Source: an optimization exercise on an open RTL-to-GDS flow (aim: small area). Production flows keep margins and buffers that such runs may drop.
Where RTL was checked, it was by simulation tests only, not by an equivalence proof against the original.
No functional check of the RTL was part of run 6.
The clock cells of runs 4 to 6 come from the design's own scripts or RTL, not from TritonCTS.
The clock port is modelled as an ideal driver, which makes a skipped or thinned clock tree look cheaper than it is; a real chip needs a root buffer or a tree.
Power figures rest on the tool's default switching activity, not on a simulated workload.

--- flow/config.mk ---
export PLATFORM = sky130hd
export DESIGN_NAME = top
export DESIGN_NICKNAME = top
export VERILOG_FILES = /design/flow/design.v
export SDC_FILE = /design/flow/constraint.sdc
export NUM_CORES = 4
export LEC_CHECK = 0
export CAP_MARGIN = 20
export CORE_MARGIN = 2
export CORE_UTILIZATION = 40
export SLEW_MARGIN = 20
--- flow/constraint.sdc ---
create_clock -name core_clock -period 10.0 [get_ports {clk}]
set_input_delay 2.0000 -clock core_clock [delete_from_list [all_inputs] [get_ports {clk}]]
set_output_delay 2.0000 -clock core_clock [all_outputs]
set_load 0.01 [all_outputs]
--- flow/design.v ---
module baud #(parameter N = 100_000_000) (
    input clk ,
    input rst ,
    input [1:0] baud_fix,
    output reg clk_out1,
    output reg clk_out2 
);
 parameter  baud_rate_tx_9600 =N /9600;
 parameter baud_rate_rx_9600  =N/(9600*16);
 parameter  baud_rate_tx_19200 =N /19200;
 parameter baud_rate_rx_19200  =N/(19200*16);
 parameter  baud_rate_tx_57600 =N /57600;
 parameter baud_rate_rx_57600  =N/(57600*16);
 parameter  baud_rate_tx_115200 =N /115200;
 parameter baud_rate_rx_115200  =N/(115200*16);
 reg [31:0] baud_rate_tx;
 reg [31:0]baud_rate_rx;
always @(posedge clk )
begin
  case (baud_fix)
  2'b00 :begin
       baud_rate_tx =  baud_rate_tx_9600;
       baud_rate_rx =  baud_rate_rx_9600;
  end
  2'b01 : begin
    baud_rate_tx =  baud_rate_tx_19200;
    baud_rate_rx =  baud_rate_rx_19200;
  end
  2'b10 : begin
    baud_rate_tx =  baud_rate_tx_57600;
    baud_rate_rx =  baud_rate_rx_57600;
  end
  2'b11 : begin
    baud_rate_tx =  baud_rate_tx_115200;
    baud_rate_rx =  baud_rate_rx_115200;
  end
  endcase
end
  reg [31:0] counter1 ;
  reg [31:0] counter2 ;
  always @(posedge clk or posedge rst )
  begin
    if (rst)
    begin
      counter1 <= 0;
      clk_out1 <= 1'b0;
    end
    else if(counter1 == (baud_rate_tx-1))
    begin
      counter1 <= 0;
       clk_out1 <= 1'b1;
    end
    else 
    begin
     counter1 <= counter1+1'b1;
     clk_out1 <= 1'b0;
    end
  end
always @(posedge clk or posedge rst)
  begin
     if (rst)
    begin
      counter2 <= 0;
      clk_out2 <= 1'b0;
     end
   else if(counter2 == (baud_rate_rx -1))
    begin
      counter2 <= 0;
       clk_out2 <= 1'b1;
    end
    else 
    begin
     counter2 <= counter2+1'b1;
     clk_out2 <= 1'b0;
    end
  end
endmodule
module tx (
    input clk,
    input rst,
    input clk_out1,
    input [7:0] data_in,
    input sbtn,
    output reg tx,
    output reg tx_busy
);
parameter idle = 2'b00;
parameter start = 2'b01;
parameter data = 2'b10;
parameter stop = 2'b11; 
reg [7:0] shift_reg ;
reg [2:0] bitpos ;
reg [1:0] state;
always @(posedge clk or posedge rst )
begin
  if (rst)
  begin
      tx <=1'b1;
      state <= idle;
      tx_busy <= 1'b0;
      shift_reg <= 8'b0;
      bitpos <= 3'b0;
  end
  else 
  begin
    case (state)
      idle : begin
        tx <= 1'b1;
        tx_busy <= 1'b0;
        if(sbtn)
        begin
            state <= start ;
            shift_reg <= data_in;
            tx_busy <= 1'b1;
        end
        else 
        state <= idle ;
      end
      start : begin
        if ((clk_out1)&&(!sbtn))
        begin
            tx <= 1'b0;
            state <= data ;
            bitpos <= 3'b0;
        end
        else 
        begin
        tx <= 1'b1;
        state <= start;
        end
      end
      data : begin
        if (clk_out1)
        begin
            tx <= shift_reg [bitpos];
            if(bitpos == 3'd7)
            begin
                state <= stop;
            end
            else 
            begin
                bitpos <=bitpos + 1'b1;
            end
        end
      end
      stop :begin
        if(clk_out1)
        begin
            state <= idle ;
            tx <= 1'b1;
            tx_busy <= 1'b0;
        end
      end
      default :begin
        tx <= 1'b1;
        state <= idle ;
        tx_busy <= 1'b0;
      end
    endcase
  end
end
endmodule
module rx (
    input clk,
    input clk_out2,
    input rx,
    input rst,
    output reg rx_done,
    output reg [7:0] data_out
);
  reg [2:0]bit_pos ;
  reg [3:0] samp_cnt ;
  reg [1:0] state;
  reg [7:0] shift;
parameter rx_idle = 2'b00;
parameter rx_start = 2'b01;
parameter rx_data = 2'b10;
parameter rx_stop = 2'b11;  
always @(posedge clk or posedge rst)
begin
if (rst)
begin
     rx_done <=0;
     data_out <= 0;
     bit_pos <=0;
     samp_cnt <= 0;
     state <= rx_idle;
     shift <=0;
end
else 
begin
    rx_done <=1'b0;
    if (clk_out2)
    begin
       case(state)
           rx_idle :begin
                if(!rx)
                begin
                    state <= rx_start;
                    samp_cnt <= 1'b0;
                end
           end
           rx_start :begin
                if (samp_cnt == 4'd7)
                begin
                    if (!rx)
                begin
                     samp_cnt<=4'b0;
                     state <= rx_data;
                     bit_pos <= 3'b0;
                end
                else begin
                    state <= rx_idle;
                    samp_cnt <= 4'b0;
                end
                end
                else 
                begin
                    samp_cnt <= samp_cnt +1'b1;
                end
           end
           rx_data :begin
             if (samp_cnt == 4'd15) 
             begin
                   samp_cnt <=4'b0;
                   shift[bit_pos] <= rx;
                if (bit_pos == 3'd7)
                   begin
                      state <= rx_stop ;
                      bit_pos <= 3'b0;
                   end
                else 
                   begin
                       bit_pos <= bit_pos + 1'b1;
                   end
             end 
             else 
             begin
                samp_cnt <= samp_cnt +1'b1;
             end
           end
           rx_stop : begin
            if (samp_cnt == 4'd15)
            begin
                if (rx)
            begin
                data_out <= shift ;
                rx_done <= 1'b1;
            end
               state <= rx_idle; 
                samp_cnt <= 4'b0;
            end
            else 
             begin
                samp_cnt <= samp_cnt +1'b1;
             end
           end
           default : begin
            state <= rx_idle;
           end
       endcase
    end
end
end
endmodule
module top (
    input clk,
    input rst,
    input [1:0]baud_fix,
    input [7:0] data_in,
    input sbtn,
    input rx_pin,
    input loopback_en,     
    output tx,
    output [7:0] data_out
);
wire  clk_out1;
wire  clk_out2;
wire  rx_done;
wire  tx_busy;
wire  rx_int;
assign rx_int = loopback_en ? tx : rx_pin;
tx inst1 ( .clk(clk),
    .rst(rst),
    .clk_out1(clk_out1),
    .data_in(data_in),
    .sbtn(sbtn),
    .tx(tx),
    .tx_busy(tx_busy));
rx inst2 ( .clk(clk),
    .rst(rst),
    .clk_out2(clk_out2),
    .rx(rx_int),
    .rx_done(rx_done),
    .data_out(data_out))  ;
 baud inst3 (.clk(clk) ,
    .rst(rst) ,
    .baud_fix(baud_fix),
    .clk_out1(clk_out1),
    .clk_out2(clk_out2) )  ;   
endmodule
--- flow/run.sh ---
#!/bin/bash
# synth_recipe.tcl (not shown) runs the flow's synth.tcl, then flattens the netlist and writes it again
# the make line also repeats each setting of config.mk as NAME=value (left out here)
make -C /OpenROAD-flow-scripts/flow DESIGN_CONFIG=/design/flow/config.mk WORK_HOME=/design/flow/orfs CLKGATE_MAP_FILE= SYNTH_SCRIPT=/design/flow/synth_recipe.tcl finish
==> key figures, run 1 <==
Pwr
  – Reg power frac: 0.401
  – Pleak: 3.174 nW
  – P_int: 1.034 mW
  – Gate power share: 0.150
  – Sw frac: 0.2580
  – Sw Pwr: 0.3594 mW
  – Pwr Density: 188.0 mW/mm^2
  – Maximum vdd ir drop: 0.1068 mV
  – Clock power share: 0.449

STA
  – Period utilization: 0.4182
  – Achievable Freq: 0.2391 GHz
  – Clock Skews: 0.008145 ns
  – RSZ-0062 raised after global routing: no
  – Hold Slack: 0.4763 ns
  – Final Worst Setup Slack: 5.818 ns
  – Setup-failing EPs final: 0
  – Setup_tns: 0 ns
  – Worst Tran Pin Value: 0.8642 ns
  – Rel. slew slack: 0.4185
  – Fin. Hold Viols: 0
  – Fin crit period: 4.182 ns
  – Slew Viols, Final: 0

Clock network
  – CTS buffer count: 17
  – Root buf cell: clkbuf_16
  – Post-CTS setup buffers: 0
  – Hold buffers post-CTS: 0
  – TritonCTS clock tree: done
  – Clock sinks: 114
  – PostCTS Resize Cnt: 0
  – H-tree Lvls: 4
  – Clk buf depth: 2
  – Clk pin slew, worst setup/hold paths: 0.05 ns
  – Worst-Skew Late Latency: 0.41 ns

Critical path
  – Worst r2r src: inst3.baud_rate_tx[8]$_DFF_P_
  – R2R depth: 10
  – WP data required: 10.28 ns
  – Startpoint types: register
  – CP max stage delay: 0.71 ns
  – Critical path capture point type: register
  – CP max stage cell: or4_1
  – WP buf/inv: 1
  – R2r endpoint: inst3.counter1[18]$_DFF_PP0_
  – CP arrival: 4.47 ns
  – Setup CP Type: register to register
  – Register-to-Register Setup Slack: 5.82 ns
  – Worst path top cell family by delay: simple AND/OR/NAND/NOR gates
  – Critical-path maximum fanout: 23
  – Crit-path cells: or4_1, nor3_1, ha_1, xor2_1, nand3_1, a2111o_1, or4b_4, nor4b_4, buf_4, nor2_1

Synthesis
  – Synthesized area: 0.006346 mm^2
  – Mean area per synthesized cell: 9.572 um^2
  – Post-synth ARST share: 0.9211
  – Count leader, synth: dfrtp_1
  – Commonest cells post-synth: 104 x dfrtp_1, 93 x nor2_1, 52 x nand2_1
  – Yosys warnings: 3
  – Seq cells post-synth: 114
  – EDFF count, synth: 0
  – Post-synth top area cell: dfrtp_1
  – Ys flop type: dfrtp_1
  – Cells after Synth: 663
  – Synth top area share: 0.4101
  – Top cells by area, synth: dfrtp_1 41%, xor2_1 6.6%, nor2_1 5.5%
  – Syn Nets: 701
  – Synth cell types: 56
  – Register area share after synthesis: 0.4426

Route
  – Drt wl/cell: 14.19 um
  – Via/cell ratio: 5.231
  – DRC viols: 0
  – Drt total wl: 13000 um
  – Final ANT Viol Nets: 0
  – Drt pass-1 iters: 4
  – 1st-iter DRT viols: 298
  – Via Count: 4792

Place
  – Pre-CTS WS: 5.738 ns
  – Routability cong.: 0.8792
  – Detailed Place HPWL: 9162 um
  – IO Port Bufs: 23
  – Placed cells: 885

Min path
  – Hold Path Sink: inst3.counter1[0]$_DFF_PP0_
  – Hold Path Depth: 1
  – HP Class: register to register
  – Hold Crit Start: inst3.counter1[0]$_DFF_PP0_

Global route
  – Grt ovf: 0
  – Total track usage: 0.1680
  – M2 GR Usage: 0.2686
  – Met1 Use GR: 0.2235
  – Vias in the first global route: 4690
  – First-pass GRT wire length: 22470 um
  – GR Util met3: 0.03321
  – Most Crowded Layer GR: met2
  – Largest net degree at the start of global routing: 82
  – Initial antenna violation count: 0

Run
  – Number of max-cap violations: 0

Floorplan
  – Die area: 0.01689 mm^2
  – I/O Pins: 24
  – Core footprint: 0.01571 mm^2
  – Die X: 130.0 um
  – # rows: 46
  – Die H: 130.0 um
  – Effective utilization at floorplan: 0.4039

Final layout
  – Share of layout cells above drive strength 1: 0.1000
  – Finished Layout Cells: 916
  – Final #Nets: 726
  – Antenna cells: 0
  – P&R area growth vs syn: 16.76%

Outcome
  – Status: no timing/DRC/antenna violations
## cells by family after synthesis
logic type,synth area share
compound gates,0.06329
mux,0.05028
xor+xnor,0.1266
flops,0.4426
buf+inv,0.03332
fa+ha+maj,0.04535
simple gates,0.2386
## per-stage QoR
stage                     total power [mW]  instance area (um^2)  utilization
final                                1.393                  7410       0.4716
after global routing                 1.472                  7410       0.4716
after CTS                            1.412                  7401       0.4710
after detailed placement            0.7756                  6779       0.4314
after global placement              0.7680                  6779       0.4314
after floorplan                     0.7218                  6346            -
## worst max path at each step
stage,from,to,slack [ns],cells past startpoint
floorplan,rst,asynchronous set/reset pin,5.24,1
global placement,loopback_en,inst2.data_out[0]$_DFFE_PP0P_,5.84,4
detailed placement,loopback_en,inst2.data_out[4]$_DFFE_PP0P_,5.74,4
CTS,inst3.baud_rate_tx[8]$_DFF_P_,inst3.counter1[12]$_DFF_PP0_,5.80,10
global route,inst3.baud_rate_tx[8]$_DFF_P_,inst3.counter1[12]$_DFF_PP0_,5.47,10
finish,inst3.baud_rate_tx[8]$_DFF_P_,inst3.counter1[18]$_DFF_PP0_,5.82,10
## power by group through the flow
stage,clock (mW),combinational (mW),sequential [mW]
floorplan,0,0.180,0.542
global placement,0,0.204,0.564
detailed placement,0,0.210,0.566
CTS,0.642,0.212,0.558
global route,0.666,0.239,0.566
finish,0.625,0.210,0.558
## placed cells by master, fill, tap and decap left out, types with 5 or more instances in the layout
cell type | synthesis | layout
dfrtp_1 | 104 | 104
nor2_1 | 93 | 93
nand2_1 | 52 | 52
xor2_1 | 48 | 48
xnor2_1 | 36 | 36
nand3_1 | 33 | 33
nand4_1 | 29 | 29
nor3_1 | 27 | 26
inv_1 | 26 | 25
ha_1 | 23 | 23
clkdlybuf4s50_1 | 0 | 23
mux2_2 | 19 | 19
o21ai_0 | 18 | 18
clkbuf_16 | 0 | 17
a21oi_1 | 14 | 14
nor4_1 | 15 | 14
and3_1 | 13 | 13
dfxtp_1 | 9 | 9
or3_1 | 7 | 7
mux2i_1 | 6 | 6
nand2b_1 | 6 | 6
a22o_1 | 6 | 6
or2_2 | 5 | 5
a31oi_1 | 5 | 5
nor2b_1 | 5 | 5
clkbuf_8 | 0 | 5
## routing by layer
| metal | up-vias | share of wire |
|---|---|---|
| met1 | 2328 | 0.48 |
| li1 | 2368 | - |
| met4 | 0 | 0.013 |
| met3 | 12 | 0.031 |
| met5 | - | 0 |
| met2 | 84 | 0.48 |
## final cells by class
cell class | instances | area, um^2
clock buffer | 22 | 494.2
clock inverter | 9 | 127.6
fill | 1454 | 8303
inverter | 26 | 100.1
multi-input combinational | 501 | 3337
sequential | 114 | 2809
tap | 216 | 270.3
timing repair buffer | 28 | 271.5
==> inputs of run 2 (changes only) <==
==> flow/design.v (replaced) <==
module baud (
    input clk,
    input rst,
    input [1:0] baud_fix,
    output reg clk_out1,
    output reg clk_out2
);
  reg [13:0] counter1;
  reg [9:0]  counter2;
  reg [13:0] last1;
  reg [9:0]  last2;
  always @* begin
    case (baud_fix)
      2'b00: begin last1 = 14'd10415; last2 = 10'd650; end
      2'b01: begin last1 = 14'd5207;  last2 = 10'd324; end
      2'b10: begin last1 = 14'd1735;  last2 = 10'd107; end
      default: begin last1 = 14'd867; last2 = 10'd53; end
    endcase
  end
  wire end1 = &(counter1 | ~last1);
  wire end2 = &(counter2 | ~last2);
  always @(posedge clk) begin
    if (rst | end1) counter1 <= 14'd0;
    else            counter1 <= counter1 + 14'd1;
    clk_out1 <= ~rst & end1;
  end
  always @(posedge clk) begin
    if (rst | end2) counter2 <= 10'd0;
    else            counter2 <= counter2 + 10'd1;
    clk_out2 <= ~rst & end2;
  end
endmodule
module tx (
    input clk,
    input rst,
    input clk_out1,
    input [7:0] data_in,
    input sbtn,
    output reg tx
);
  reg [7:0] shift_reg;
  reg [2:0] bitpos;
  reg [1:0] state;
  always @(posedge clk) begin
    if (state == 2'b00) shift_reg <= data_in;
  end
  always @(posedge clk) begin
    if (rst) begin
      state  <= 2'b00;
      bitpos <= 3'd0;
    end else begin
      case (state)
        2'b00: if (sbtn) state <= 2'b01;
        2'b01: if (clk_out1 & ~sbtn) state <= 2'b10;
        2'b10: if (clk_out1) begin
                 bitpos <= bitpos + 3'd1;
                 if (bitpos == 3'd7) state <= 2'b11;
               end
        2'b11: if (clk_out1) state <= 2'b00;
      endcase
    end
  end
  always @(posedge clk or posedge rst) begin
    if (rst) tx <= 1'b1;
    else if (clk_out1)
      case (state)
        2'b01: tx <= sbtn;
        2'b10: tx <= shift_reg[bitpos];
        default: tx <= 1'b1;
      endcase
  end
endmodule
module rx (
    input clk,
    input clk_out2,
    input rx,
    input rst,
    output reg [7:0] data_out
);
  reg [7:0] cnt;
  reg [7:0] shift;
  wire check = (cnt[7:4] == 4'd0) & (cnt[2:0] == 3'd0);
  wire stop  = cnt[7] & cnt[4] & cnt[3];
  wire samp  = (cnt[3:0] == 4'd8);
  always @(posedge clk) begin
    if (rst) cnt <= 8'd0;
    else if (clk_out2) begin
      if ((check & rx) | stop) cnt <= 8'd0;
      else                     cnt <= cnt + 8'd1;
    end
  end
  always @(posedge clk) begin
    if (clk_out2 & samp) shift <= {rx, shift[7:1]};
  end
  always @(posedge clk or posedge rst) begin
    if (rst) data_out <= 8'd0;
    else if (clk_out2 & stop & rx) data_out <= shift;
  end
endmodule
module top (
    input clk,
    input rst,
    input [1:0] baud_fix,
    input [7:0] data_in,
    input sbtn,
    input rx_pin,
    input loopback_en,
    output tx,
    output [7:0] data_out
);
  wire clk_out1;
  wire clk_out2;
  wire rx_int = loopback_en ? tx : rx_pin;
  tx inst1 (.clk(clk), .rst(rst), .clk_out1(clk_out1), .data_in(data_in),
            .sbtn(sbtn), .tx(tx));
  rx inst2 (.clk(clk), .rst(rst), .clk_out2(clk_out2), .rx(rx_int),
            .data_out(data_out));
  baud inst3 (.clk(clk), .rst(rst), .baud_fix(baud_fix),
              .clk_out1(clk_out1), .clk_out2(clk_out2));
endmodule
==> flow/flow/run.sh (new file) <==
#!/bin/bash
# Standard ORFS layout, with plain buf_1 port buffers and a clock tree
# without dummy balancing loads. Each step's full output goes to its own log here.
set -euo pipefail
cd "$(dirname "$0")/.."
bash standard.sh \
  BUFFER_PORTS_ARGS="-buffer_cell sky130_fd_sc_hd__buf_1" \
  CTS_ARGS="-sink_clustering_enable -repair_clock_nets -dont_use_dummy_load" \
  finish > flow_make.log 2>&1
==> flow/standard.sh (new file) <==
#!/bin/bash
# synth_recipe.tcl (not shown) runs the flow's synth.tcl, then flattens the netlist and writes it again
# the make line also repeats each setting of config.mk as NAME=value (left out here)
make -C /OpenROAD-flow-scripts/flow DESIGN_CONFIG=/design/flow/config.mk WORK_HOME=/design/flow/orfs CLKGATE_MAP_FILE= SYNTH_SCRIPT=/design/flow/synth_recipe.tcl "${@:-finish}"
--- a/flow/config.mk
+++ b/flow/config.mk
@@ -7,2 +7,3 @@
 export LEC_CHECK = 0
+export ABC_AREA = 1
 export CAP_MARGIN = 20
removed: flow/run.sh
==> run 2 against run 1 <==
Compared with the run above:
- still clean
- design area shrank 56%
- clock-buffer cell count shrank 13
- global-route usage shrank 2.5 points
- power shrank 61%
- non-clock buffer count shrank 4
- sequential share of layout area grew 7.6 points
- sequential cell count shrank 50
- die area shrank 52%
- utilization shrank 1.6 points
- critical path type is now input pin to register
- largest cell class is now registers
- largest power group is now sequential cells
==> key figures, run 2 <==
Synthesis
  – Synth top area share: 0.2649 (was 0.4101)
  – Top cells by area, synth: dfxtp_1 26%, edfxtp_1 16%, nand2_1 8.9% (was dfrtp_1 41%, xor2_1 6.6%, nor2_1 5.5%)
  – Commonest cells post-synth: 70 x nand2_1, 58 x nor2_1, 50 x inv_1 (was 104 x dfrtp_1, 93 x nor2_1, 52 x nand2_1)
  – Post-synth ARST share: 0.1406 (was 0.9211)
  – Synthesized area: 0.002948 mm^2 (was 0.006346 mm^2)
  – Synth cell types: 30 (was 56)
  – Post-synth top area cell: dfxtp_1 (was dfrtp_1)
  – EDFF count, synth: 16 (was 0)
  – Seq cells post-synth: 64 (was 114)
  – Syn Nets: 378 (was 701)
  – Mean area per synthesized cell: 8.471 um^2 (was 9.572 um^2)
  – Count leader, synth: nand2_1 (was dfrtp_1)
  – Cells after Synth: 348 (was 663)
  – Ys flop type: dfxtp_1 (was dfrtp_1)
  – Register area share after synthesis: 0.5047 (was 0.4426)
  – Yosys warnings: 3 (unchanged)

Route
  – DRC viols: 0 (unchanged)
  – Via Count: 2122 (was 4792)
  – Final ANT Viol Nets: 0 (unchanged)
  – 1st-iter DRT viols: 56 (was 298)
  – Drt total wl: 5048 um (was 13000 um)
  – Drt wl/cell: 10.56 um (was 14.19 um)
  – Via/cell ratio: 4.439 (was 5.231)
  – Drt pass-1 iters: 4 (unchanged)

Global route
  – Vias in the first global route: 2144 (was 4690)
  – Largest net degree at the start of global routing: 18 (was 82)
  – Met1 Use GR: 0.1653 (was 0.2235)
  – GR Util met3: 0.04443 (was 0.03321)
  – First-pass GRT wire length: 9211 um (was 22470 um)
  – Most Crowded Layer GR: met2 (unchanged)
  – M2 GR Usage: 0.2405 (was 0.2686)
  – Total track usage: 0.1428 (was 0.1680)
  – Initial antenna violation count: 0 (unchanged)
  – Grt ovf: 0 (unchanged)

Floorplan
  – # rows: 31 (was 46)
  – Die H: 89.85 um (was 130.0 um)
  – I/O Pins: 24 (unchanged)
  – Core footprint: 0.007176 mm^2 (was 0.01571 mm^2)
  – Die X: 89.85 um (was 130.0 um)
  – Die area: 0.008072 mm^2 (was 0.01689 mm^2)
  – Effective utilization at floorplan: 0.4108 (was 0.4039)

Clock network
  – Post-CTS setup buffers: 0 (unchanged)
  – Clk buf depth: 2 (unchanged)
  – Worst-Skew Late Latency: 0.33 ns (was 0.41 ns)
  – H-tree Lvls: 3 (was 4)
  – PostCTS Resize Cnt: 0 (unchanged)
  – Root buf cell: clkbuf_8 (was clkbuf_16)
  – Clk pin slew, worst setup/hold paths: 0.07 ns (was 0.05 ns)
  – TritonCTS clock tree: done (unchanged)
  – CTS buffer count: 9 (was 17)
  – Clock sinks: 64 (was 114)
  – Hold buffers post-CTS: 0 (unchanged)

STA
  – Fin crit period: 3.147 ns (was 4.182 ns)
  – Worst Tran Pin Value: 0.5350 ns (was 0.8642 ns)
  – Achievable Freq: 0.3178 GHz (was 0.2391 GHz)
  – RSZ-0062 raised after global routing: no (unchanged)
  – Setup-failing EPs final: 0 (unchanged)
  – Setup_tns: 0 ns (unchanged)
  – Slew Viols, Final: 0 (unchanged)
  – Clock Skews: 0.01254 ns (was 0.008145 ns)
  – Fin. Hold Viols: 0 (unchanged)
  – Final Worst Setup Slack: 6.853 ns (was 5.818 ns)
  – Hold Slack: 0.4477 ns (was 0.4763 ns)
  – Rel. slew slack: 0.6411 (was 0.4185)
  – Period utilization: 0.3147 (was 0.4182)

Pwr
  – Pleak: 1.325 nW (was 3.174 nW)
  – Maximum vdd ir drop: 0.08578 mV (was 0.1068 mV)
  – Gate power share: 0.156 (was 0.150)
  – Pwr Density: 166.2 mW/mm^2 (was 188.0 mW/mm^2)
  – Reg power frac: 0.546 (was 0.401)
  – Clock power share: 0.298 (was 0.449)
  – P_int: 0.3989 mW (was 1.034 mW)
  – Tot Pwr: 0.5431 mW (was 1.393 mW)
  – Sw frac: 0.2655 (was 0.2580)
  – Sw Pwr: 0.1442 mW (was 0.3594 mW)

Place
  – Pre-CTS WS: 6.472 ns (was 5.738 ns)
  – Routability cong.: 0.7943 (was 0.8792)
  – IO Port Bufs: 23 (unchanged)
  – Detailed Place HPWL: 3776 um (was 9162 um)
  – Placed cells: 469 (was 885)
  – Placed Area: 0.003143 mm^2 (was 0.006779 mm^2)

Min path
  – HP Class: register to register (unchanged)

Final layout
  – Fillers: 724 (was 1454)
  – Design area: 0.003267 mm^2 (was 0.007410 mm^2)
  – Max FFs per register: 14
  – Final design utilization: 0.4553 (was 0.4716)
  – Most common cell after layout, fill and taps aside: nand2_1 (was dfrtp_1)
  – Share of layout cells above drive strength 1: 0.05805 (was 0.1000)
  – Most frequent cells in the layout: 70 x nand2_1, 58 x nor2_1, 50 x inv_1 (was 104 x dfrtp_1, 93 x nor2_1, 52 x nand2_1)
  – P&R area growth vs syn: 10.82% (was 16.76%)
  – Final #Nets: 411 (was 726)
  – Top reg by flops: inst3.counter1
  – Finished Layout Cells: 478 (was 916)
  – Antenna cells: 0 (unchanged)

Critical path
  – WP data required: 10.20 ns (was 10.28 ns)
  – Register-to-Register Setup Slack: 8.47 ns (was 5.82 ns)
  – CP arrival: 3.35 ns (was 4.47 ns)
  – Startpoint types: input pin (was register)
  – Critical-path maximum fanout: 10 (was 23)
  – Setup CP Type: input pin to register (was register to register)
  – Critical path capture point type: register (unchanged)

Run
  – Number of max-cap violations: 0 (unchanged)

Outcome
  – Status: no timing/DRC/antenna violations (unchanged)
-- run 2: final cells by class --
| class | instances | area, um^2 | area share |
|---|---|---|---|
| Clock buffer | 9 | 123.9 | 0.03792 |
| Tap cell | 99 | 123.9 | 0.03792 |
| Inverter | 53 | 198.9 | 0.06090 |
| Sequential cell | 64 | 1488 | 0.4554 |
| Multi-Input combinational cell | 229 | 1239 | 0.3792 |
| Timing Repair Buffer | 24 | 93.84 | 0.02872 |
-- run 2: layer usage --
metal / wire length, um / part of all wire / vias to the layer above
li1: - / - / 1150
met1: 2309 / 0.46 / 931
met2: 2413 / 0.48 / 28
met3: 203 / 0.040 / 13
met4: 122 / 0.024 / 0
met5: 0 / 0 / -
-- run 2: worst max-delay path, cell delays in order --
cell and delay (ns):
buf_1 0.17, inv_1 0.12, ha_1 0.34, inv_1 0.06, o21ai_0 0.06, nor2_1 0.10
nand4_1 0.13, nand2_1 0.29, nor2_1 0.08
-- run 2: power by group through the flow --
stage | sequential [mW] | combinational (mW) | clock [mW]
after global placement | 0.302 | 0.0839 | 0
after detailed placement | 0.302 | 0.0859 | 0
after floorplan | 0.300 | 0.0679 | 0
final | 0.296 | 0.0849 | 0.162
after global routing | 0.299 | 0.101 | 0.181
after CTS | 0.297 | 0.0865 | 0.171
-- run 2: cells by family (layout without fill, tap and decap cells) --
| group | count (synthesis) | after routing | share of synthesized area |
|---|---|---|---|
| xor+xnor | 22 | 22 | 0.06536 |
| fa+ha+maj | 15 | 15 | 0.06367 |
| compound gates | 28 | 28 | 0.05008 |
| flops | 64 | 64 | 0.5047 |
| simple gates | 164 | 164 | 0.2411 |
| buf+inv | 55 | 86 | 0.07513 |
-- run 2: path summary, 6_finish.rpt --
path                                              from  cells after the start                       endpoint
hold reg to reg               inst2.shift[6]$_DFFE_PP_                      0       inst2.shift[5]$_DFFE_PP_
hold / removal                inst2.shift[6]$_DFFE_PP_                      0       inst2.shift[5]$_DFFE_PP_
setup reg to reg           inst1.state[0]$_SDFFE_PP0P_                      8    inst1.state[1]$_SDFFE_PP0P_
setup / recovery                           baud_fix[0]                      9   inst3.counter2[1]$_SDFF_PP0_
min in group asynchronous                          rst                      2  inst2.data_out[1]$_DFFE_PP0P_
max in group asynchronous                          rst                      2           inst1.tx$_DFFE_PP1P_
==> inputs of run 3 (changes only) <==
==> flow/run.sh (new file) <==
#!/bin/bash
# synth_recipe.tcl (not shown) runs the flow's synth.tcl, then flattens the netlist and writes it again
# the make line also repeats each setting of config.mk as NAME=value (left out here)
make -C /OpenROAD-flow-scripts/flow DESIGN_CONFIG=/design/flow/config.mk WORK_HOME=/design/flow/orfs CLKGATE_MAP_FILE= SYNTH_SCRIPT=/design/flow/synth_recipe.tcl finish
removed: flow/flow/run.sh
removed: flow/standard.sh
==> run 3 against run 2 <==
Compared with the run above:
- utilization is 2.9 points higher
- first-iteration DRC count grew 27%
- clock skew shrank 0.0035 ns
- wire length increased by 1.7%
- worst setup slack lost 0.39 ns
- synthesized area unchanged
- design area grew 6.4%
- hold slack improved by 0.0083 ns
- via count grew 1.4%
- critical path type unchanged
- largest cell class unchanged
==> key figures, run 3 <==
Clock network
  – CTS buffer count: 9 (unchanged)
  – Clock sinks: 64 (unchanged)
  – PostCTS Resize Cnt: 0 (unchanged)
  – Clk buf depth: 2 (unchanged)
  – Root buf cell: clkbuf_8 (unchanged)
  – Worst-Skew Late Latency: 0.34 ns (was 0.33 ns)
  – H-tree Lvls: 3 (unchanged)
  – Post-CTS setup buffers: 0 (unchanged)
  – Clk pin slew, worst setup/hold paths: 0.07 ns (about the same)
  – TritonCTS clock tree: done (unchanged)
  – Hold buffers post-CTS: 0 (unchanged)

Synthesis
  – Yosys warnings: 3 (unchanged)
  – Synthesized area: 0.002948 mm^2 (unchanged)
  – Cells after Synth: 348 (unchanged)
  – Top cells by area, synth: dfxtp_1 26%, edfxtp_1 16%, nand2_1 8.9% (unchanged)
  – Commonest cells post-synth: 70 x nand2_1, 58 x nor2_1, 50 x inv_1 (unchanged)
  – Post-synth top area cell: dfxtp_1 (unchanged)
  – Ys flop type: dfxtp_1 (unchanged)
  – Count leader, synth: nand2_1 (unchanged)
  – Syn Nets: 378 (unchanged)
  – Post-synth ARST share: 0.1406 (unchanged)
  – EDFF count, synth: 16 (unchanged)
  – Synth cell types: 30 (unchanged)
  – Mean area per synthesized cell: 8.471 um^2 (unchanged)
  – Synth top area share: 0.2649 (unchanged)
  – Register area share after synthesis: 0.5047 (unchanged)
  – Seq cells post-synth: 64 (unchanged)

Critical path
  – Setup CP Type: input pin to register (unchanged)
  – Critical path capture point type: register (unchanged)
  – CP arrival: 3.75 ns (was 3.35 ns)
  – WP data required: 10.21 ns (was 10.20 ns)
  – Startpoint types: input pin (unchanged)
  – Critical-path maximum fanout: 14 (was 10)

Place
  – Placed cells: 469 (unchanged)
  – Detailed Place HPWL: 3711 um (was 3776 um)
  – Routability cong.: 0.8000 (was 0.7943)
  – IO Port Bufs: 23 (unchanged)

Floorplan
  – Effective utilization at floorplan: 0.4108 (unchanged)
  – Die X: 89.85 um (unchanged)
  – Die H: 89.85 um (unchanged)
  – Core footprint: 0.007176 mm^2 (unchanged)
  – I/O Pins: 24 (unchanged)
  – Die area: 0.008072 mm^2 (unchanged)
  – # rows: 31 (unchanged)

STA
  – Achievable Freq: 0.2828 GHz (was 0.3178 GHz)
  – Hold Slack: 0.4560 ns (was 0.4477 ns)
  – Fin crit period: 3.537 ns (was 3.147 ns)
  – Clock Skews: 0.009040 ns (was 0.01254 ns)
  – Slew Viols, Final: 0 (unchanged)
  – Setup_tns: 0 ns (unchanged)
  – Worst Tran Pin Value: 0.5967 ns (was 0.5350 ns)
  – Fin. Hold Viols: 0 (unchanged)
  – Rel. slew slack: 0.5997 (was 0.6411)
  – Setup-failing EPs final: 0 (unchanged)
  – RSZ-0062 raised after global routing: no (unchanged)
  – Period utilization: 0.3537 (was 0.3147)

Route
  – Via Count: 2152 (was 2122)
  – Drt pass-1 iters: 4 (unchanged)
  – DRC viols: 0 (unchanged)
  – Drt total wl: 5134 um (was 5048 um)
  – 1st-iter DRT viols: 71 (was 56)
  – Final ANT Viol Nets: 0 (unchanged)
  – Drt wl/cell: 10.59 um (was 10.56 um)
  – Via/cell ratio: 4.437 (was 4.439)

Final layout
  – Fillers: 716 (was 724)
  – P&R area growth vs syn: 17.87% (was 10.82%)
  – Sequential cell area: 0.001488 mm^2 (unchanged)
  – Antenna cells: 0 (unchanged)
  – Most frequent cells in the layout: 70 x nand2_1, 58 x nor2_1, 50 x inv_1 (unchanged)
  – Area of the multi-input gates: 0.001239 mm^2 (unchanged)
  – Max FFs per register: 14 (unchanged)
  – Finished Layout Cells: 485 (was 478)
  – Final design utilization: 0.4842 (was 0.4553)
  – Final #Nets: 411 (unchanged)
  – Top reg by flops: inst3.counter1 (unchanged)
  – Share of layout cells above drive strength 1: 0.07254 (was 0.05805)
  – Most common cell after layout, fill and taps aside: nand2_1 (unchanged)

Global route
  – Vias in the first global route: 2110 (was 2144)
  – Largest net degree at the start of global routing: 18 (unchanged)
  – Initial antenna violation count: 0 (unchanged)
  – First-pass GRT wire length: 9101 um (was 9211 um)
  – Total track usage: 0.1385 (was 0.1428)
  – Grt ovf: 0 (unchanged)

Min path
  – HP Class: register to register (unchanged)

Run
  – Number of max-cap violations: 0 (unchanged)

Pwr
  – Maximum vdd ir drop: 0.06324 mV (was 0.08578 mV)
  – Pwr Density: 171.8 mW/mm^2 (was 166.2 mW/mm^2)
  – Pleak: 1.412 nW (was 1.325 nW)

Outcome
  – Status: no timing/DRC/antenna violations (unchanged)
run 3: cell counts after synthesis:
Identical to the previous run, type by type.
run 3: path summary, 6_finish.rpt:
path	startpoint	to	slack, ns	depth (start not counted)
setup / recovery	baud_fix[0]	inst3.counter1[6]$_SDFF_PP0_	6.46	9
hold / removal	inst2.shift[2]$_DFFE_PP_	inst2.shift[1]$_DFFE_PP_	0.46	0
setup reg to reg	inst1.state[0]$_SDFFE_PP0P_	inst1.state[0]$_SDFFE_PP0P_	8.44	9
hold reg to reg	inst2.shift[2]$_DFFE_PP_	inst2.shift[1]$_DFFE_PP_	0.46	0
max in group asynchronous	rst	inst1.tx$_DFFE_PP1P_	7.59	2
min in group asynchronous	rst	inst2.data_out[3]$_DFFE_PP0P_	2.07	2
run 3: report_power, final:
part	internal (mW)	switching (mW)
Combinational	0.0354	0.0543
Sequential	0.287	0.00846
Clock	0.114	0.0976
run 3: per-stage QoR:
step / cell area, um^2 / total power, mW / setup WS [ns]
after floorplan: 2948 / 0.3676 / 6.882
after global placement: 3287 / 0.3891 / 6.128
after detailed placement: 3287 / 0.3928 / 6.109
after CTS: 3475 / 0.6062 / 6.457
after global routing: 3475 / 0.6311 / 6.295
final: 3475 / 0.5969 / 6.463
run 3: layout make-up:
class                      count  share of cell area
sequential                    64              0.4282
timing repair buffer          24             0.06842
inverter                      53             0.05726
clock buffer                  10             0.03673
multi-input combinational    229              0.3565
tap                           99             0.03565
clock inverter                 6             0.01728
run 3: cell families after synthesis:
logic type / Yosys count / synth area share
adder cells (fa/ha/maj): 15 / 0.06367
buffers and inverters: 55 / 0.07513
AO/OA/AOI/OAI: 28 / 0.05008
flip-flops: 64 / 0.5047
XOR/XNOR: 22 / 0.06536
AND/OR/NAND/NOR: 164 / 0.2411
run 3: critical path, cell delays in order:
cell and delay, ns:
clkdlybuf4s50_1 0.56, inv_1 0.11, ha_1 0.33, nand2_1 0.08
o21ai_1 0.06, nor3b_1 0.18, nand2_1 0.11, nand2_2 0.24
nor2_1 0.08
run 3: layer usage:
metal  GRT usage  vias to the layer above  share of wire  wire length (um)
li1            -                     1158              -                 -
met5           0                        -              0                 0
met1      0.1716                      964           0.49              2528
met3     0.03101                        5          0.031               161
met2      0.2229                       25           0.46              2367
met4     0.08077                        0          0.015                76
==> inputs of run 4 (changes only) <==
==> flow/flow/run.sh (new file) <==
#!/bin/bash
# Own layout flow: the standard ORFS flow (standard.sh) with
#  - synthesis: the standard flow's script, but abc maps with an area-oriented script,
#  - port buffers: sky130_fd_sc_hd__buf_1,
#  - clock: a few hand-placed clock buffers instead of TritonCTS's tree.
# make's full output goes to flow_make.log here; each ORFS step also keeps
# its own log under orfs/logs/.
set -euo pipefail
F="$(cd "$(dirname "$0")" && pwd)"
cd "$F/.."
bash standard.sh \
  SYNTH_SCRIPT="$F/synth.tcl" \
  BUFFER_PORTS_ARGS="-buffer_cell sky130_fd_sc_hd__buf_1" \
  PRE_CTS_TCL="$F/cts_pre.tcl" \
  MANUAL_CLKBUF_COUNT=4 MANUAL_CLKBUF_CELL=sky130_fd_sc_hd__clkbuf_8 \
  finish > flow_make.log 2>&1
==> flow/flow/abc_min.script (new file) <==
strash
&get -n
&deepsyn -T 30
&put
dch -f
amap
topo
==> flow/flow/clkbuf.tcl (new file) <==
# Drive the clock's register pins through CLKBUF_K buffers of type CLKBUF_CELL,
# one per cluster of registers (k-means on their positions), each placed
# at its cluster's centre; the clock port then drives only those buffers.
proc my_manual_clock_buffers {k cell} {
  set block [ord::get_db_block]
  set master [[ord::get_db] findMaster $cell]
  set clk [$block findNet clk]
  set pts {}
  set iterms {}
  foreach iterm [$clk getITerms] {
    set bb [[$iterm getInst] getBBox]
    lappend pts [list [expr {([$bb xMin] + [$bb xMax]) / 2.0}] [expr {([$bb yMin] + [$bb yMax]) / 2.0}]]
    lappend iterms $iterm
  }
  set n [llength $pts]
  # initial centres: spread along sorted x+y order
  set order [lsort -real -indices [lmap p $pts {expr {[lindex $p 0] + [lindex $p 1]}}]]
  set cs {}
  for {set j 0} {$j < $k} {incr j} {
    lappend cs [lindex $pts [lindex $order [expr {int(($j + 0.5) * $n / $k)}]]]
  }
  for {set it 0} {$it < 50} {incr it} {
    set asg {}
    foreach p $pts {
      set best 0; set bd 1e30
      for {set j 0} {$j < $k} {incr j} {
        set c [lindex $cs $j]
        set d [expr {abs([lindex $p 0] - [lindex $c 0]) + abs([lindex $p 1] - [lindex $c 1])}]
        if {$d < $bd} { set bd $d; set best $j }
      }
      lappend asg $best
    }
    set ncs {}
    for {set j 0} {$j < $k} {incr j} {
      set sx 0.0; set sy 0.0; set m 0
      foreach p $pts a $asg { if {$a == $j} { set sx [expr {$sx + [lindex $p 0]}]; set sy [expr {$sy + [lindex $p 1]}]; incr m } }
      if {$m > 0} { lappend ncs [list [expr {$sx / $m}] [expr {$sy / $m}]] } else { lappend ncs [lindex $cs $j] }
    }
    set cs $ncs
  }
  for {set j 0} {$j < $k} {incr j} {
    set inst [odb::dbInst_create $block $master clkbuf_manual_$j]
    set net [odb::dbNet_create $block clknet_manual_$j]
    $net setSigType CLOCK
    foreach iterm $iterms a $asg { if {$a == $j} { $iterm disconnect; $iterm connect $net } }
    [$inst findITerm A] connect $clk
    [$inst findITerm X] connect $net
    set c [lindex $cs $j]
    $inst setLocation [expr {int([lindex $c 0])}] [expr {int([lindex $c 1])}]
    $inst setPlacementStatus PLACED
  }
}
==> flow/flow/cts_pre.tcl (new file) <==
# Clock tree: instead of TritonCTS's H-tree, the clock port drives a few
# buffers, each feeding one cluster of registers (see clkbuf.tcl).
source [file join [file dirname [info script]] clkbuf.tcl]
my_manual_clock_buffers $::env(MANUAL_CLKBUF_COUNT) $::env(MANUAL_CLKBUF_CELL)
rename clock_tree_synthesis ""
proc clock_tree_synthesis {args} { puts "clock_tree_synthesis skipped: clock buffers placed by hand" }
==> flow/flow/synth.tcl (new file) <==
# The standard flow's synthesis script, with abc's mapping script replaced by the
# area-oriented one in abc_min.script beside this file.
proc synth {args} { yosys synth -nofsm -noshare {*}$args }
set ::my_abc_script [file join [file dirname [info script]] abc_min.script]
if {[info exists ::env(ABC_SCRIPT_OVERRIDE)]} { set ::my_abc_script $::env(ABC_SCRIPT_OVERRIDE) }
proc abc {args} {
  set i [lsearch -exact $args -script]
  if {$i >= 0} { lset args [expr {$i + 1}] $::my_abc_script }
  yosys abc {*}$args
}
source $::env(SCRIPTS_DIR)/synth.tcl
# left out here: clear keep_hierarchy, flatten, clean up, hide names made inside functions, write 1_2_yosys.v
==> flow/standard.sh (new file) <==
#!/bin/bash
# synth_recipe.tcl (not shown) runs the flow's synth.tcl, then flattens the netlist and writes it again
# the make line also repeats each setting of config.mk as NAME=value (left out here)
make -C /OpenROAD-flow-scripts/flow DESIGN_CONFIG=/design/flow/config.mk WORK_HOME=/design/flow/orfs CLKGATE_MAP_FILE= SYNTH_SCRIPT=/design/flow/synth_recipe.tcl "${@:-finish}"
removed: flow/run.sh
==> run 4 against run 3 <==
Compared with the run above:
- still clean on timing, DRC and antenna
- power shrank 24%
- hold slack gained 0.0067 ns
- clock power shrank 52%
- cell count shrank 26%
- first-iteration DRC count shrank 39%
- fmax shrank 8.3%
- register-to-register slack lost 0.37 ns
- largest cell class unchanged
==> key figures, run 4 <==
Route
  – Via/cell ratio: 5.177 (was 4.437)
  – 1st-iter DRT viols: 43 (was 71)
  – Drt wl/cell: 12.71 um (was 10.59 um)
  – Final ANT Viol Nets: 0 (unchanged)
  – Drt total wl: 4587 um (was 5134 um)
  – Drt pass-1 iters: 4 (unchanged)
  – Via Count: 1869 (was 2152)
  – DRC viols: 0 (unchanged)

Final layout
  – Most common cell after layout, fill and taps aside: dfxtp_1 (was nand2_1)
  – Top reg by flops: inst3.counter1 (unchanged)
  – Max FFs per register: 14 (unchanged)
  – Antenna cells: 0 (unchanged)
  – Final #Nets: 316 (was 411)
  – Area of the multi-input gates: 0.001002 mm^2 (was 0.001239 mm^2)
  – Share of layout cells above drive strength 1: 0.02113 (was 0.07254)
  – Design area: 0.002844 mm^2 (was 0.003475 mm^2)
  – Fillers: 631 (was 716)
  – Final design utilization: 0.4505 (was 0.4842)
  – Sequential cell area: 0.001488 mm^2 (unchanged)
  – P&R area growth vs syn: 9.331% (was 17.87%)
  – Most frequent cells in the layout: 39 x dfxtp_1, 38 x nor2_1, 31 x clkinv_1 (was 70 x nand2_1, 58 x nor2_1, 50 x inv_1)

Synthesis
  – Post-synth ARST share: 0.1406 (unchanged)
  – Synthesized area: 0.002601 mm^2 (was 0.002948 mm^2)
  – Commonest cells post-synth: 39 x dfxtp_1, 38 x nor2_1, 31 x clkinv_1 (was 70 x nand2_1, 58 x nor2_1, 50 x inv_1)
  – Synth top area share: 0.3001 (was 0.2649)
  – Register area share after synthesis: 0.5719 (was 0.5047)
  – Mean area per synthesized cell: 10.12 um^2 (was 8.471 um^2)
  – Cells after Synth: 257 (was 348)
  – Yosys warnings: 3 (unchanged)
  – Seq cells post-synth: 64 (unchanged)
  – EDFF count, synth: 16 (unchanged)
  – Ys flop type: dfxtp_1 (unchanged)
  – Post-synth top area cell: dfxtp_1 (unchanged)
  – Count leader, synth: dfxtp_1 (was nand2_1)
  – Syn Nets: 287 (was 378)
  – Synth cell types: 28 (was 30)
  – Top cells by area, synth: dfxtp_1 30%, edfxtp_1 18%, dfrtp_1 7.7% (was dfxtp_1 26%, edfxtp_1 16%, nand2_1 8.9%)

Place
  – IO Port Bufs: 23 (unchanged)
  – Detailed Place HPWL: 3401 um (was 3711 um)
  – Pre-CTS WS: 5.970 ns (was 6.109 ns)
  – Routability cong.: 0.7749 (was 0.8000)
  – Placed Area: 0.002784 mm^2 (was 0.003287 mm^2)

Critical path
  – CP arrival: 3.88 ns (was 3.75 ns)
  – Critical path depth: 8 (was 9)
  – WP data required: 10.03 ns (was 10.21 ns)
  – R2R depth: 12 (was 9)
  – Critical-path maximum fanout: 14 (unchanged)
  – Setup CP Type: input pin to register (unchanged)
  – Worst path top cell family by delay: compound AO/OA/AOI/OAI gates (was simple AND/OR/NAND/NOR gates)
  – Crit-path cells: buf_1, clkinv_1, ha_1, clkinv_1, a2111oi_0, o2111ai_1, nand2_1, a211oi_1 (was clkdlybuf4s50_1, inv_1, ha_1, nand2_1, o21ai_1, nor3b_1, nand2_1, nand2_2, nor2_1)
  – Crit path top cell by count: clkinv_1 (was nand2_1)
  – Startpoint types: input pin (unchanged)
  – CP max stage delay: 0.44 ns (was 0.56 ns)
  – WP buf/inv: 3 (was 2)
  – CP max stage cell: a2111oi_0 (was clkdlybuf4s50_1)
  – Critical path capture point type: register (unchanged)

STA
  – Final Worst Setup Slack: 6.143 ns (was 6.463 ns)
  – Period utilization: 0.3857 (was 0.3537)
  – Slew Viols, Final: 0 (unchanged)
  – RSZ-0062 raised after global routing: no (unchanged)
  – Setup_tns: 0 ns (unchanged)
  – Fin crit period: 3.857 ns (was 3.537 ns)
  – Fin. Hold Viols: 0 (unchanged)
  – Achievable Freq: 0.2592 GHz (was 0.2828 GHz)
  – Setup-failing EPs final: 0 (unchanged)
  – Clock Skews: 0.02731 ns (was 0.009040 ns)
  – Worst Tran Pin Value: 0.6249 ns (was 0.5967 ns)
  – Rel. slew slack: 0.5811 (was 0.5997)

Global route
  – Grt ovf: 0 (unchanged)
  – Total track usage: 0.1310 (was 0.1385)
  – Largest net degree at the start of global routing: 22 (was 18)
  – Initial antenna violation count: 0 (unchanged)
  – First-pass GRT wire length: 8066 um (was 9101 um)
  – Vias in the first global route: 1752 (was 2110)

Clock network
  – Worst-Skew Late Latency: 0.17 ns (was 0.34 ns)
  – Post-CTS setup buffers: 0 (unchanged)
  – Hold buffers post-CTS: 0 (unchanged)
  – Clk pin slew, worst setup/hold paths: 0.12 ns (was 0.07 ns)
  – PostCTS Resize Cnt: 0 (unchanged)

Run
  – Number of max-cap violations: 0 (unchanged)

Floorplan
  – # rows: 29 (was 31)
  – Die area: 0.007164 mm^2 (was 0.008072 mm^2)
  – Effective utilization at floorplan: 0.4120 (was 0.4108)
  – Core footprint: 0.006314 mm^2 (was 0.007176 mm^2)
  – Die X: 84.64 um (was 89.85 um)
  – Die H: 84.64 um (was 89.85 um)
  – I/O Pins: 24 (unchanged)

Min path
  – Hold Path Depth: 1 (was 0)
  – HP Class: register to register (unchanged)

Pwr
  – Pleak: 0.9618 nW (was 1.412 nW)
  – Maximum vdd ir drop: 0.09597 mV (was 0.06324 mV)
  – Pwr Density: 159.0 mW/mm^2 (was 171.8 mW/mm^2)

Outcome
  – Status: no timing/DRC/antenna violations (unchanged)
run 4: cell count changes after synthesis, moves of 11 or more:
cell	delta
xor2_1	-12
a211oi_1	+14
nand2_1	-50
nand3_1	-11
o21ai_0	-13
clkinv_1	+30
nor2_1	-20
inv_1	-50
run 4: report_power, final:
group          total [mW]  internal [mW]  switching, mW
Combinational      0.0557         0.0199         0.0357
Sequential          0.296          0.288        0.00799
Clock               0.101         0.0371         0.0637
run 4: cells by family after synthesis:
group / share of synthesized area
compound gates: 0.1756
fa+ha+maj: 0.07215
buf+inv: 0.04473
flops: 0.5719
simple gates: 0.1356
run 4: final cells by class:
class                      instances  share of cell area
buffer                             4             0.01936
multi-input combinational        162              0.3524
inverter                          31             0.04092
tap                               77             0.03388
timing repair buffer              23             0.03036
sequential                        64              0.5231
run 4: final timing paths:
check                                        startpoint                       endpoint  slack (ns)
max in group asynchronous                           rst           inst1.tx$_DFFE_PP1P_        7.78
min                        inst3.counter1[0]$_SDFF_PP0_   inst3.counter1[0]$_SDFF_PP0_        0.46
max reg2reg                inst3.counter1[2]$_SDFF_PP0_  inst3.counter1[13]$_SDFF_PP0_        8.07
max                                         baud_fix[0]   inst3.counter1[7]$_SDFF_PP0_        6.14
min reg2reg                inst3.counter1[0]$_SDFF_PP0_   inst3.counter1[0]$_SDFF_PP0_        0.46
min in group asynchronous                           rst  inst2.data_out[5]$_DFFE_PP0P_        1.91
run 4: routing by layer:
layer,GRT usage,part of all wire,wire [um]
met5,0,0,0
met4,0.01732,0.017,77
met3,0.008850,0.037,171
met2,0.2205,0.45,2082
met1,0.1914,0.49,2255
run 4: worst register-to-register path, stage by stage, from the launching register on:
cell      delay (ns)
dfxtp_1         0.40
nand3_1         0.11
nor2_1          0.14
nand2_1         0.09
nor2_1          0.16
nand2_1         0.10
nor2_1          0.12
nand2_1         0.08
nor2_1          0.13
nand2_1         0.08
nor2_1          0.17
a21oi_1         0.09
a311oi_1        0.18
run 4: metrics by stage:
stage	power, mW	cells	hold slack, ns
after floorplan	0.3414	257	0.4026
after global placement	0.3563	357	0.4288
after detailed placement	0.3577	357	0.4435
after CTS	0.4333	361	0.4399
after global routing	0.4784	361	0.4763
final	0.4521	361	0.4627
==> inputs of run 5 (changes only) <==
--- a/flow/flow/run.sh
+++ b/flow/flow/run.sh
@@ -14,3 +14,3 @@
   PRE_CTS_TCL="$F/cts_pre.tcl" \
-  MANUAL_CLKBUF_COUNT=4 MANUAL_CLKBUF_CELL=sky130_fd_sc_hd__clkbuf_8 \
+  MANUAL_CLKBUF_COUNT=3 MANUAL_CLKBUF_CELL=sky130_fd_sc_hd__clkbuf_16 \
   finish > flow_make.log 2>&1
==> run 5 against run 4 <==
Compared with the run above:
- still clean on timing, DRC and antenna
- sequential share of layout area decreased by 0.37 points
- synthesized area unchanged
- first-iteration DRC count increased by 93%
- cell count decreased by 0.28%
- synthesized cell count unchanged
- worst setup slack improved by 0.019 ns
- register-to-register slack improved by 0.02 ns
- critical endpoint is now inst3.counter1[10]$_SDFF_PP0_
- largest cell class unchanged
- highest routed layer unchanged
==> key figures, run 5 <==
Pwr
  – Clock power share: 0.251 (was 0.223)
  – P_int: 0.3624 mW (was 0.3448 mW)
  – Tot Pwr: 0.4702 mW (was 0.4521 mW)
  – Sw frac: 0.2294 (was 0.2375)
  – Pleak: 0.9700 nW (was 0.9618 nW)
  – Sw Pwr: 0.1079 mW (was 0.1074 mW)
  – Gate power share: 0.119 (was 0.123)
  – Pwr Density: 164.2 mW/mm^2 (was 159.0 mW/mm^2)
  – Maximum vdd ir drop: 0.1111 mV (was 0.09597 mV)
  – Reg power frac: 0.629 (was 0.654)

Critical path
  – Critical-path maximum fanout: 14 (unchanged)
  – CP max stage delay: 0.42 ns (was 0.44 ns)
  – CP max stage cell: a2111oi_0 (unchanged)
  – Startpoint types: input pin (unchanged)
  – Setup CP Type: input pin to register (unchanged)
  – WP data required: 10.03 ns (about the same)
  – Critical path capture point type: register (unchanged)
  – CP arrival: 3.87 ns (was 3.88 ns)
  – Crit-path cells: buf_1, clkinv_1, ha_1, clkinv_1, a2111oi_0, o2111ai_1, nand2_1, nor3_1 (was buf_1, clkinv_1, ha_1, clkinv_1, a2111oi_0, o2111ai_1, nand2_1, a211oi_1)
  – Crit path top cell by count: clkinv_1 (unchanged)

Place
  – IO Port Bufs: 23 (unchanged)
  – Routability cong.: 0.7749 (unchanged)
  – Detailed Place HPWL: 3401 um (unchanged)

Final layout
  – Most common cell after layout, fill and taps aside: dfxtp_1 (unchanged)
  – Max FFs per register: 14 (unchanged)
  – Final #Nets: 315 (was 316)
  – Fillers: 630 (was 631)
  – Share of layout cells above drive strength 1: 0.01767 (was 0.02113)
  – P&R area growth vs syn: 10.10% (was 9.331%)
  – Top reg by flops: inst3.counter1 (unchanged)
  – Antenna cells: 0 (unchanged)
  – Most frequent cells in the layout: 39 x dfxtp_1, 38 x nor2_1, 31 x clkinv_1 (unchanged)

Synthesis
  – Ys flop type: dfxtp_1 (unchanged)
  – Register area share after synthesis: 0.5719 (unchanged)
  – Top cells by area, synth: dfxtp_1 30%, edfxtp_1 18%, dfrtp_1 7.7% (unchanged)
  – Count leader, synth: dfxtp_1 (unchanged)
  – Synthesized area: 0.002601 mm^2 (unchanged)
  – Commonest cells post-synth: 39 x dfxtp_1, 38 x nor2_1, 31 x clkinv_1 (unchanged)
  – Yosys warnings: 3 (unchanged)
  – Post-synth top area cell: dfxtp_1 (unchanged)
  – Seq cells post-synth: 64 (unchanged)
  – Post-synth ARST share: 0.1406 (unchanged)
  – EDFF count, synth: 16 (unchanged)
  – Synth cell types: 28 (unchanged)
  – Syn Nets: 287 (unchanged)
  – Synth top area share: 0.3001 (unchanged)
  – Mean area per synthesized cell: 10.12 um^2 (unchanged)
  – Cells after Synth: 257 (unchanged)

STA
  – Clock Skews: 0.01001 ns (was 0.02731 ns)
  – Period utilization: 0.3839 (was 0.3857)
  – Fin crit period: 3.839 ns (was 3.857 ns)
  – RSZ-0062 raised after global routing: no (unchanged)
  – Hold Slack: 0.4538 ns (was 0.4627 ns)
  – Worst Tran Pin Value: 0.6175 ns (was 0.6249 ns)
  – Rel. slew slack: 0.5861 (was 0.5811)
  – Setup_tns: 0 ns (unchanged)
  – Fin. Hold Viols: 0 (unchanged)
  – Setup-failing EPs final: 0 (unchanged)
  – Slew Viols, Final: 0 (unchanged)
  – Achievable Freq: 0.2605 GHz (was 0.2592 GHz)

Global route
  – First-pass GRT wire length: 8100 um (was 8066 um)
  – GR Util met3: 0.01278 (was 0.008850)
  – M2 GR Usage: 0.2183 (was 0.2205)
  – Largest net degree at the start of global routing: 24 (was 22)
  – Most Crowded Layer GR: met2 (unchanged)
  – Vias in the first global route: 1744 (was 1752)
  – Total track usage: 0.1316 (was 0.1310)
  – Grt ovf: 0 (unchanged)
  – Initial antenna violation count: 0 (unchanged)
  – Met1 Use GR: 0.1952 (was 0.1914)

Floorplan
  – Die H: 84.64 um (unchanged)
  – # rows: 29 (unchanged)
  – I/O Pins: 24 (unchanged)
  – Core footprint: 0.006314 mm^2 (unchanged)
  – Effective utilization at floorplan: 0.4120 (unchanged)
  – Die X: 84.64 um (unchanged)
  – Die area: 0.007164 mm^2 (unchanged)

Route
  – Via Count: 1859 (was 1869)
  – Drt wl/cell: 12.71 um (about the same)
  – 1st-iter DRT viols: 83 (was 43)
  – DRC viols: 0 (unchanged)
  – Final ANT Viol Nets: 0 (unchanged)
  – Drt total wl: 4577 um (was 4587 um)
  – Via/cell ratio: 5.164 (was 5.177)
  – Drt pass-1 iters: 4 (unchanged)

Clock network
  – Post-CTS setup buffers: 0 (unchanged)
  – Hold buffers post-CTS: 0 (unchanged)
  – Worst-Skew Late Latency: 0.15 ns (was 0.17 ns)
  – PostCTS Resize Cnt: 0 (unchanged)
  – Clk pin slew, worst setup/hold paths: 0.09 ns (was 0.12 ns)

Run
  – Number of max-cap violations: 0 (unchanged)

Min path
  – HP Class: register to register (unchanged)

Outcome
  – Status: no timing/DRC/antenna violations (unchanged)
-- run 5: cell count changes in the layout (fill, tap and decap cells not counted) --
cell       before  now
clkbuf_16       0    3
clkbuf_8        4    0
-- run 5: final timing paths --
check | from | to | slack, ns | cells after the start
min reg2reg | inst3.counter1[0]$_SDFF_PP0_ | inst3.counter1[0]$_SDFF_PP0_ | 0.45 | 1
max | baud_fix[0] | inst3.counter1[10]$_SDFF_PP0_ | 6.16 | 8
max reg2reg | inst3.counter1[0]$_SDFF_PP0_ | inst3.counter1[12]$_SDFF_PP0_ | 8.09 | 12
max in group asynchronous | rst | inst1.tx$_DFFE_PP1P_ | 7.79 | 2
min | inst3.counter1[0]$_SDFF_PP0_ | inst3.counter1[0]$_SDFF_PP0_ | 0.45 | 1
min in group asynchronous | rst | inst2.data_out[7]$_DFFE_PP0P_ | 1.91 | 2
-- run 5: power by group through the flow --
stage	Clock [mW]	Sequential [mW]	Combinational, mW
2_1_floorplan	0	0.300	0.0419
3_3_place_gp	0	0.302	0.0548
3_5_place_dp	0	0.302	0.0560
4_1_cts	0.0923	0.302	0.0564
5_1_grt	0.135	0.298	0.0630
6_report	0.118	0.296	0.0561
-- run 5: metal layers --
layer | part of all wire | up-vias | wire, um
met5 | 0 | - | 0
met4 | 0.011 | 0 | 51
met3 | 0.037 | 4 | 169
met2 | 0.45 | 29 | 2071
met1 | 0.50 | 848 | 2284
li1 | - | 978 | -
-- run 5: stage by stage --
| stage | util | cell area (um^2) | std cells | worst slack [ns] |
|---|---|---|---|---|
| 4_1_cts | 0.4528 | 2859 | 360 | 5.971 |
| 3_3_place_gp | 0.4409 | 2784 | 357 | 6.073 |
| 6_report | 0.4536 | 2864 | 360 | 6.161 |
| 3_5_place_dp | 0.4409 | 2784 | 357 | 5.970 |
| 2_1_floorplan | - | 2601 | 257 | 6.484 |
| 5_1_grt | 0.4536 | 2864 | 360 | 5.766 |
-- run 5: critical path, delay by kind of cell --
family | cells | cell delay [ns]
buf+inv | 3 | 0.40
simple gates | 2 | 0.53
compound gates | 2 | 0.62
fa+ha+maj | 1 | 0.31
-- run 5: layout make-up --
cell class / count / area, um^2 / area share
flip-flops and latches: 64 / 1488 / 0.5194
multi-input cells: 162 / 1002 / 0.3499
repair buffers: 23 / 86.33 / 0.03014
well taps: 77 / 96.34 / 0.03364
inverters: 31 / 116.4 / 0.04063
plain buffers: 3 / 75.07 / 0.02621
-- run 5: cell families after synthesis --
kind of cell	Yosys count	synth area share
simple gates	82	0.1356
compound gates	65	0.1756
flops	64	0.5719
buf+inv	31	0.04473
fa+ha+maj	15	0.07215
==> inputs of run 6 (changes only) <==
--- a/flow/design.v
+++ b/flow/design.v
@@ -4,28 +4,36 @@
     input [1:0] baud_fix,
-    output reg clk_out1,
-    output reg clk_out2
+    output clk_out1,
+    output clk_out2
 );
-  reg [13:0] counter1;
-  reg [9:0]  counter2;
-  reg [13:0] last1;
-  reg [9:0]  last2;
+  reg [13:0] lfsr1;
+  reg [13:0] lfsr1_end;
   always @* begin
     case (baud_fix)
-      2'b00: begin last1 = 14'd10415; last2 = 10'd650; end
-      2'b01: begin last1 = 14'd5207;  last2 = 10'd324; end
-      2'b10: begin last1 = 14'd1735;  last2 = 10'd107; end
-      default: begin last1 = 14'd867; last2 = 10'd53; end
+      2'b00: lfsr1_end = 14'd2097;
+      2'b01: lfsr1_end = 14'd7697;
+      2'b10: lfsr1_end = 14'd3616;
+      default: lfsr1_end = 14'd7168;
     endcase
   end
-  wire end1 = &(counter1 | ~last1);
-  wire end2 = &(counter2 | ~last2);
+  assign clk_out1 = (lfsr1 == lfsr1_end);
   always @(posedge clk) begin
-    if (rst | end1) counter1 <= 14'd0;
-    else            counter1 <= counter1 + 14'd1;
-    clk_out1 <= ~rst & end1;
+    if (rst)        lfsr1 <= 14'd447;
+    else if (clk_out1) lfsr1 <= 14'd895;
+    else            lfsr1 <= {lfsr1[12:0], ~(lfsr1[13] ^ lfsr1[1] ^ lfsr1[6] ^ lfsr1[8])};
   end
+  reg [9:0] lfsr2;
+  reg [9:0] lfsr2_end;
+  always @* begin
+    case (baud_fix)
+      2'b00: lfsr2_end = 10'd850;
+      2'b01: lfsr2_end = 10'd840;
+      2'b10: lfsr2_end = 10'd338;
+      default: lfsr2_end = 10'd268;
+    endcase
+  end
+  assign clk_out2 = (lfsr2 == lfsr2_end);
   always @(posedge clk) begin
-    if (rst | end2) counter2 <= 10'd0;
-    else            counter2 <= counter2 + 10'd1;
-    clk_out2 <= ~rst & end2;
+    if (rst)        lfsr2 <= 10'd5;
+    else if (clk_out2) lfsr2 <= 10'd11;
+    else            lfsr2 <= {lfsr2[8:0], (lfsr2[9] ^ lfsr2[2])};
   end
--- a/flow/flow/run.sh
+++ b/flow/flow/run.sh
@@ -14,3 +14,3 @@
   PRE_CTS_TCL="$F/cts_pre.tcl" \
-  MANUAL_CLKBUF_COUNT=3 MANUAL_CLKBUF_CELL=sky130_fd_sc_hd__clkbuf_16 \
+  MANUAL_CLKBUF_COUNT=4 MANUAL_CLKBUF_CELL=sky130_fd_sc_hd__clkbuf_8 \
   finish > flow_make.log 2>&1
--- a/flow/config.mk
+++ b/flow/config.mk
@@ -7,6 +7,5 @@
 export LEC_CHECK = 0
-export ABC_AREA = 1
 export CAP_MARGIN = 20
 export CORE_MARGIN = 2
-export CORE_UTILIZATION = 40
+export CORE_UTILIZATION = 65
 export SLEW_MARGIN = 20
==> run 6 against run 5 <==
Compared with the run above:
- still clean on timing, DRC and antenna
- combinational power decreased by 6.4%
- sequential cell count decreased by 2
- sequential power decreased by 2%
- worst setup slack got worse by 0.77 ns
- via count decreased by 8.6%
- clock skew increased by 0.0010 ns
- utilization increased by 28 points
- design area decreased by 7.5%
- cell count decreased by 14%
- sequential share of layout area increased by 2.7 points
- die area decreased by 41%
- global-route usage increased by 7.0 points
==> key figures, run 6 <==
Outcome
  – Status: no timing/DRC/antenna violations (unchanged)

Final layout
  – Most frequent cells in the layout: 38 x clkinv_1, 37 x dfxtp_1, 33 x nor2_1 (was 39 x dfxtp_1, 38 x nor2_1, 31 x clkinv_1)
  – P&R area growth vs syn: 8.895% (was 10.10%)
  – Antenna cells: 0 (unchanged)
  – Share of layout cells above drive strength 1: 0.02662 (was 0.01767)

Synthesis
  – Ys flop type: dfxtp_1 (unchanged)
  – Post-synth top area cell: dfxtp_1 (unchanged)
  – Synthesized area: 0.002434 mm^2 (was 0.002601 mm^2)
  – Syn Nets: 261 (was 287)
  – Mean area per synthesized cell: 10.40 um^2 (was 10.12 um^2)
  – Yosys warnings: 3 (unchanged)
  – Seq cells post-synth: 62 (was 64)
  – Cells after Synth: 234 (was 257)
  – Post-synth ARST share: 0.1452 (was 0.1406)
  – Synth top area share: 0.3044 (was 0.3001)

Critical path
  – Startpoint types: input pin (unchanged)
  – Setup CP Type: input pin to register (unchanged)
  – Critical path capture point type: register (unchanged)
  – CP arrival: 4.68 ns (was 3.87 ns)
  – Critical-path maximum fanout: 5 (was 14)

STA
  – RSZ-0062 raised after global routing: no (unchanged)
  – Worst Tran Pin Value: 0.7549 ns (was 0.6175 ns)
  – Setup-failing EPs final: 0 (unchanged)
  – Fin crit period: 4.612 ns (was 3.839 ns)
  – Period utilization: 0.4612 (was 0.3839)
  – Hold Slack: 0.4343 ns (was 0.4538 ns)
  – Rel. slew slack: 0.4914 (was 0.5861)

Clock network
  – Hold buffers post-CTS: 0 (unchanged)
  – Post-CTS setup buffers: 0 (unchanged)

Floorplan
  – Die area: 0.004250 mm^2 (was 0.007164 mm^2)
  – Die X: 65.19 um (was 84.64 um)
  – Effective utilization at floorplan: 0.6698 (was 0.4120)
  – Core footprint: 0.003633 mm^2 (was 0.006314 mm^2)

Place
  – Routability cong.: 0.8665 (was 0.7749)
  – IO Port Bufs: 23 (unchanged)
  – Detailed Place HPWL: 3005 um (was 3401 um)

Global route
  – First-pass GRT wire length: 6941 um (was 8100 um)
  – Vias in the first global route: 1596 (was 1744)
  – Largest net degree at the start of global routing: 19 (was 24)

Route
  – Drt wl/cell: 12.80 um (was 12.71 um)
  – Via/cell ratio: 5.466 (was 5.164)
  – DRC viols: 0 (unchanged)
  – Final ANT Viol Nets: 0 (unchanged)
  – 1st-iter DRT viols: 100 (was 83)
  – Via Count: 1700 (was 1859)

Run
  – Number of max-cap violations: 0 (unchanged)

Pwr
  – Pleak: 0.9877 nW (was 0.9700 nW)
  – Maximum vdd ir drop: 0.1204 mV (was 0.1111 mV)
-- run 6: changes by cell type after synthesis, moves of 4 or more --
cell,delta
a211oi_1,-7
a21oi_1,-9
a221oi_1,+5
a22o_1,+8
clkinv_1,+7
nand2_1,-5
nor2_1,-5
o22a_1,-9
or3_1,+4
-- run 6: metrics by stage --
stage | cells | total power, mW | setup WS, ns | util | instance area, um^2
2_1_floorplan | 234 | 0.3351 | 5.173 | - | 2434
3_3_place_gp | 307 | 0.3486 | 5.268 | 0.7142 | 2595
3_5_place_dp | 307 | 0.3493 | 5.272 | 0.7142 | 2595
4_1_cts | 311 | 0.4238 | 5.241 | 0.7293 | 2650
5_1_grt | 311 | 0.4571 | 4.918 | 0.7293 | 2650
6_report | 311 | 0.4366 | 5.388 | 0.7293 | 2650
-- run 6: layout make-up --
class,instances,area (um^2)
Multi-Input combinational cell,134,843.3
Sequential cell,62,1448
Fill cell,275,983.4
Tap cell,48,60.06
Inverter,38,142.6
Buffer,4,55.05
Timing Repair Buffer,25,101.3
-- run 6: critical path, cell delays in order --
cell      delay (ns)
buf_1           0.14
clkinv_1        0.15
ha_1            0.28
or2_0           0.26
a221oi_1        0.26
o221ai_1        0.19
nor3_1          0.25
or4b_1          0.50
a221o_1         0.41
a211oi_1        0.23
-- run 6: per-layer routing --
metal  share of wire  vias up  track usage
met5               0        -            0
met4          0.0060        0      0.01823
met3           0.038        2      0.01712
met2            0.45       33       0.3469
met1            0.50      778       0.2903
li1                -      887            -
-- run 6: power breakdown --
group	internal [mW]	leakage, nW	switching [mW]
registers	0.283	0.577	0.00855
clock network	0.0369	0.0288	0.0561
logic	0.0203	0.382	0.0323
-- run 6: cells by family (layout without fill, tap and decap cells) --
group           Yosys count  count (layout)  synth area share
simple gates             75              75            0.1393
flops                    62              62            0.5949
compound gates           47              47            0.1455
buf+inv                  38              67           0.05861
fa+ha+maj                12              12           0.06170
-- run 6: path summary, 6_finish.rpt --
path | from | to | slack (ns) | cells past startpoint
max in group asynchronous | rst | inst1.tx$_DFFE_PP1P_ | 7.59 | 2
max reg2reg | inst3.lfsr2[8]$_SDFF_PP0_ | inst2.data_out[2]$_DFFE_PP0P_ | 7.19 | 10
min | inst3.lfsr2[8]$_SDFF_PP0_ | inst3.lfsr2[9]$_SDFF_PP0_ | 0.43 | 2
max | baud_fix[0] | inst1.state[1]$_SDFFE_PP0P_ | 5.39 | 10
min reg2reg | inst3.lfsr2[8]$_SDFF_PP0_ | inst3.lfsr2[9]$_SDFF_PP0_ | 0.43 | 2
min in group asynchronous | rst | inst2.data_out[5]$_DFFE_PP0P_ | 2.08 | 2

Check on run 6: ideal ports give 5.388 ns setup slack; a clkbuf_16 on the clock port and buf_2 on the inputs give 5.413 ns; moving port delays by the midpoint clock arrival (0.196 ns) as well gives 5.218 ns.
